What follows belongs to an exercise in optimizing a design on an open flow for small area and a short achievable clock period; a production flow would make more cautious choices. In this exercise RTL edits were held to simulation tests only and were not proved equivalent to the original. No activity file was given, so power comes from the tool's default toggle rates.

## red
## sqrt_16s
module sqrt_16s (
    input         clk,
    input  [15:0] data_i,
    input         vld_i,
    output [15:0] data_o,
    output        vld_o
);
For scale: about 290 flip-flops, ~35 I/O pins, ~0.012 mm2 of cells after synthesis.
Settings: LEC_CHECK=0, ABC_AREA=1, CAP_MARGIN=20, CORE_MARGIN=2, CORE_UTILIZATION=40, SETUP_SLACK_MARGIN=1.1, SLEW_MARGIN=20; clock period 3.0 ns.
standard.sh (not shown) runs the stock make flow with config.mk's settings and CLKGATE_MAP_FILE= SYNTH_SCRIPT=/design/flow/synth_recipe.tcl, a recipe that flattens the netlist after the stock synthesis.
==> flow/flow/run.sh <==
#!/bin/bash
# The standard layout (the standard.sh: ORFS synthesis to final), with buf_2
# cells as the port buffers and a clock tree of clkbuf_8 without dummy loads.
bash standard.sh \
  "BUFFER_PORTS_ARGS=-buffer_cell sky130_fd_sc_hd__buf_2" \
  "CTS_ARGS=-sink_clustering_enable -repair_clock_nets -dont_use_dummy_load -buf_list sky130_fd_sc_hd__clkbuf_8 -sink_clustering_size 14 -sink_clustering_max_diameter 50" \
  finish > standard.log 2>&1
red went all the way through the flow, and no timing, DRC or antenna check failed.
[inputs] blue vs red
==> flow/run.sh (new file) <==
#!/bin/bash
# synth_recipe.tcl (not shown) runs the flow's synth.tcl, then flattens the netlist and writes it again
# the make line also repeats each setting of config.mk as NAME=value (left out here)
make -C /OpenROAD-flow-scripts/flow DESIGN_CONFIG=/design/flow/config.mk WORK_HOME=/design/flow/orfs CLKGATE_MAP_FILE= SYNTH_SCRIPT=/design/flow/synth_recipe.tcl finish
diff --git a/flow/config.mk b/flow/config.mk
--- a/flow/config.mk
+++ b/flow/config.mk
@@ -12 +12 @@
-export SETUP_SLACK_MARGIN = 1.1
+export SETUP_SLACK_MARGIN = 1.2
removed: flow/flow/run.sh
removed: flow/standard.sh
[summary]
- Both conditions hold for blue: the flow ran to the end and the final layout passed the timing, design-rule and antenna checks.
- Taking red as the reference, in blue fraction of final layout cells sized beyond drive strength 1 shows an increase of 2.9 points, routed wire length has decreased.
- Going from red to blue, fraction of the core area covered by cells at the end of the flow rose 3.8 points, post-route worst setup slack rose 0.10 ns, design area rose 8.5%, portion of the layout cell area used by clock cells rose 4.0 points.
- Sort red and blue by number of gates resized after CTS, ascending, and red comes first.
- Clock network power share in blue vs red: up 7.2 points
- Looking at via count, blue sits 154 above red.

Another version of the RTL of sqrt_16s (not shown whole).
Size: roughly 280 flip-flops, about 35 I/O pins.
==> flow/config.mk <==
export PLATFORM = sky130hd
export DESIGN_NAME = sqrt_16s
export DESIGN_NICKNAME = sqrt_16s
export VERILOG_FILES = /design/flow/design.v
export SDC_FILE = /design/flow/constraint.sdc
export NUM_CORES = 4
export LEC_CHECK = 0
export ABC_AREA = 1
export CAP_MARGIN = 20
export CORE_MARGIN = 2
export CORE_UTILIZATION = 40
export PLACE_DENSITY = 0.4
export SETUP_SLACK_MARGIN = 1.1
export SLEW_MARGIN = 20
==> flow/constraint.sdc <==
create_clock -name core_clock -period 3.0 [get_ports {clk}]
set_input_delay 0.6000 -clock core_clock [delete_from_list [all_inputs] [get_ports {clk}]]
set_output_delay 0.6000 -clock core_clock [all_outputs]
set_load 0.01 [all_outputs]
==> flow/flow/run.sh <==
#!/bin/bash
# The standard layout (the standard.sh: ORFS synthesis to final), with buf_2
# cells as the port buffers and a clock tree of clkbuf_8 without dummy loads.
bash standard.sh \
  "BUFFER_PORTS_ARGS=-buffer_cell sky130_fd_sc_hd__buf_2" \
  "CTS_ARGS=-sink_clustering_enable -repair_clock_nets -dont_use_dummy_load -buf_list sky130_fd_sc_hd__clkbuf_8 -sink_clustering_size 14 -sink_clustering_max_diameter 50" \
  finish > standard.log 2>&1
The baseline finished with timing, DRC and antenna clean.
Edit:
==> flow/flow/run.sh (replaced) <==
#!/bin/bash
# The standard layout (the standard.sh: ORFS synthesis to final), with buf_2
# cells as the port buffers and a clock tree of clkbuf_8 without dummy loads.
bash standard.sh \
  "BUFFER_PORTS_ARGS=-buffer_cell sky130_fd_sc_hd__buf_2" \
  "CTS_ARGS=-sink_clustering_enable -repair_clock_nets -dont_use_dummy_load -buf_list {sky130_fd_sc_hd__clkbuf_4 sky130_fd_sc_hd__clkbuf_8} -sink_clustering_size 14 -sink_clustering_max_diameter 50" \
  finish > standard.log 2>&1
Settings changed: PLACE_DENSITY 0.4 to not set.
Via count barely changes.
Die area is unchanged.
Setup slack is better by 0.017 ns.
Sequential cell count does not change.
Register-to-register slack stays flat.
Edit:
==> flow/flow/run.sh (replaced) <==
#!/bin/bash
# The standard layout (the standard.sh: ORFS synthesis to final), with buf_2
# cells as the port buffers and a clock tree of clkbuf_8 without dummy loads.
bash standard.sh \
  "BUFFER_PORTS_ARGS=-buffer_cell sky130_fd_sc_hd__buf_2" \
  "CTS_ARGS=-sink_clustering_enable -repair_clock_nets -dont_use_dummy_load -buf_list sky130_fd_sc_hd__clkbuf_8 -sink_clustering_size 14 -sink_clustering_max_diameter 50" \
  finish > standard.log 2>&1
Settings changed: CORE_UTILIZATION 40 to 50.
Final cell count shrinks by a few percent. Maximum frequency decreases by a few percent. Cell area is lower slightly. Power goes down slightly. First-iteration DRC count drops by a few percent. Global-route usage climbs by 3.0 points. Register-to-register slack loses 0.05 ns. Routed wire length drops by a few percent. Critical path depth is unchanged.
Edit:
==> flow/flow/run.sh (replaced) <==
#!/bin/bash
# The standard layout, with buf_2 port buffers and a clock tree without dummy loads.
bash standard.sh \
  "BUFFER_PORTS_ARGS=-buffer_cell sky130_fd_sc_hd__buf_2" \
  "CTS_ARGS=-sink_clustering_enable -repair_clock_nets -dont_use_dummy_load -buf_list sky130_fd_sc_hd__clkbuf_8 -sink_clustering_size 14 -sink_clustering_max_diameter 50" \
  finish > standard.log 2>&1
Settings changed: CORE_UTILIZATION 50 to 40, SETUP_SLACK_MARGIN 1.1 to 1.3.
=> The new run passed the timing, design-rule and antenna checks. Worst hold slack improved by 0.017 ns. Core utilization went down by 5.9 points. Register-to-register slack improved by 0.14 ns. First-iteration DRC count drops by a few percent. Global-route usage went down by 3.3 points. Combinational power rises by a quarter to a third. Routed wire length rose by roughly a tenth. Non-clock buffer count rises by 64. Critical path depth is lower by 1.
Edit:
==> flow/flow/run.sh (replaced) <==
#!/bin/bash
# The standard layout (the standard.sh: ORFS synthesis to final), with buf_2
# cells as the port buffers and a clock tree of clkbuf_8 without dummy loads.
bash standard.sh \
  "BUFFER_PORTS_ARGS=-buffer_cell sky130_fd_sc_hd__buf_2" \
  "CTS_ARGS=-sink_clustering_enable -repair_clock_nets -dont_use_dummy_load -buf_list sky130_fd_sc_hd__clkbuf_8 -sink_clustering_size 18 -sink_clustering_max_diameter 50" \
  finish > standard.log 2>&1
Settings changed: SETUP_SLACK_MARGIN 1.3 to 1.1.
Outcome: The changed run went through all stages and came out clean; setup slack loses 0.095 ns; wire length went down by 7.1%; sequential share of layout area is higher by 3.4 points; flip-flop and latch count stays the same; maximum frequency went down by 5.4%; design area decreases by 8.8%.

==> port drivers added, routing unchanged <==
The flow's constraints put no driver on any port. The routed layouts listed below were extracted and timed again, unchanged, in two steps. Step 1, drivers: a clkbuf_16 drives clk and a buf_2 each remaining input, both assumed. Step 2 moves the port delays by t, midway between the first and last clock arrival at a register: inputs arrive t later, outputs are due t later. That takes back most of the time a late clock gives input paths. Slacks: ideal ports / drivers / drivers and shift; pairs: ideal ports / drivers.
run	t, ns	setup WS [ns]	worst hold slack (ns)	worst setup path at the end	worst slew at a driven data input, ns
red	0.593	1.184 / 1.184 / 1.184	0.127 / 0.106 / 0.310	register to register	0.04
blue	0.584	1.286 / 1.239 / 0.783	0.312 / 0.312 / 0.312	input to register	0.03
the first run of note 2	0.546	1.224 / 1.229 / 0.703	0.177 / 0.153 / 0.293	input to register	0.03
the second run of note 2	0.590	1.241 / 1.241 / 0.681	0.149 / 0.126 / 0.310	input to register	0.03
the third run of note 2	0.580	1.191 / 1.191 / 0.649	0.122 / 0.102 / 0.280	input to register	0.04
the fourth run of note 2	0.576	1.328 / 1.328 / 0.802	0.139 / 0.116 / 0.304	input to register	0.04
the fifth run of note 2	0.596	1.234 / 1.234 / 0.682	0.144 / 0.121 / 0.315	input to register	0.03
After both steps every run listed still meets setup and hold. For the second run of note 2, which loses most, drivers alone change the setup slack by 0.000 ns; drivers and shift together by -0.560 ns.
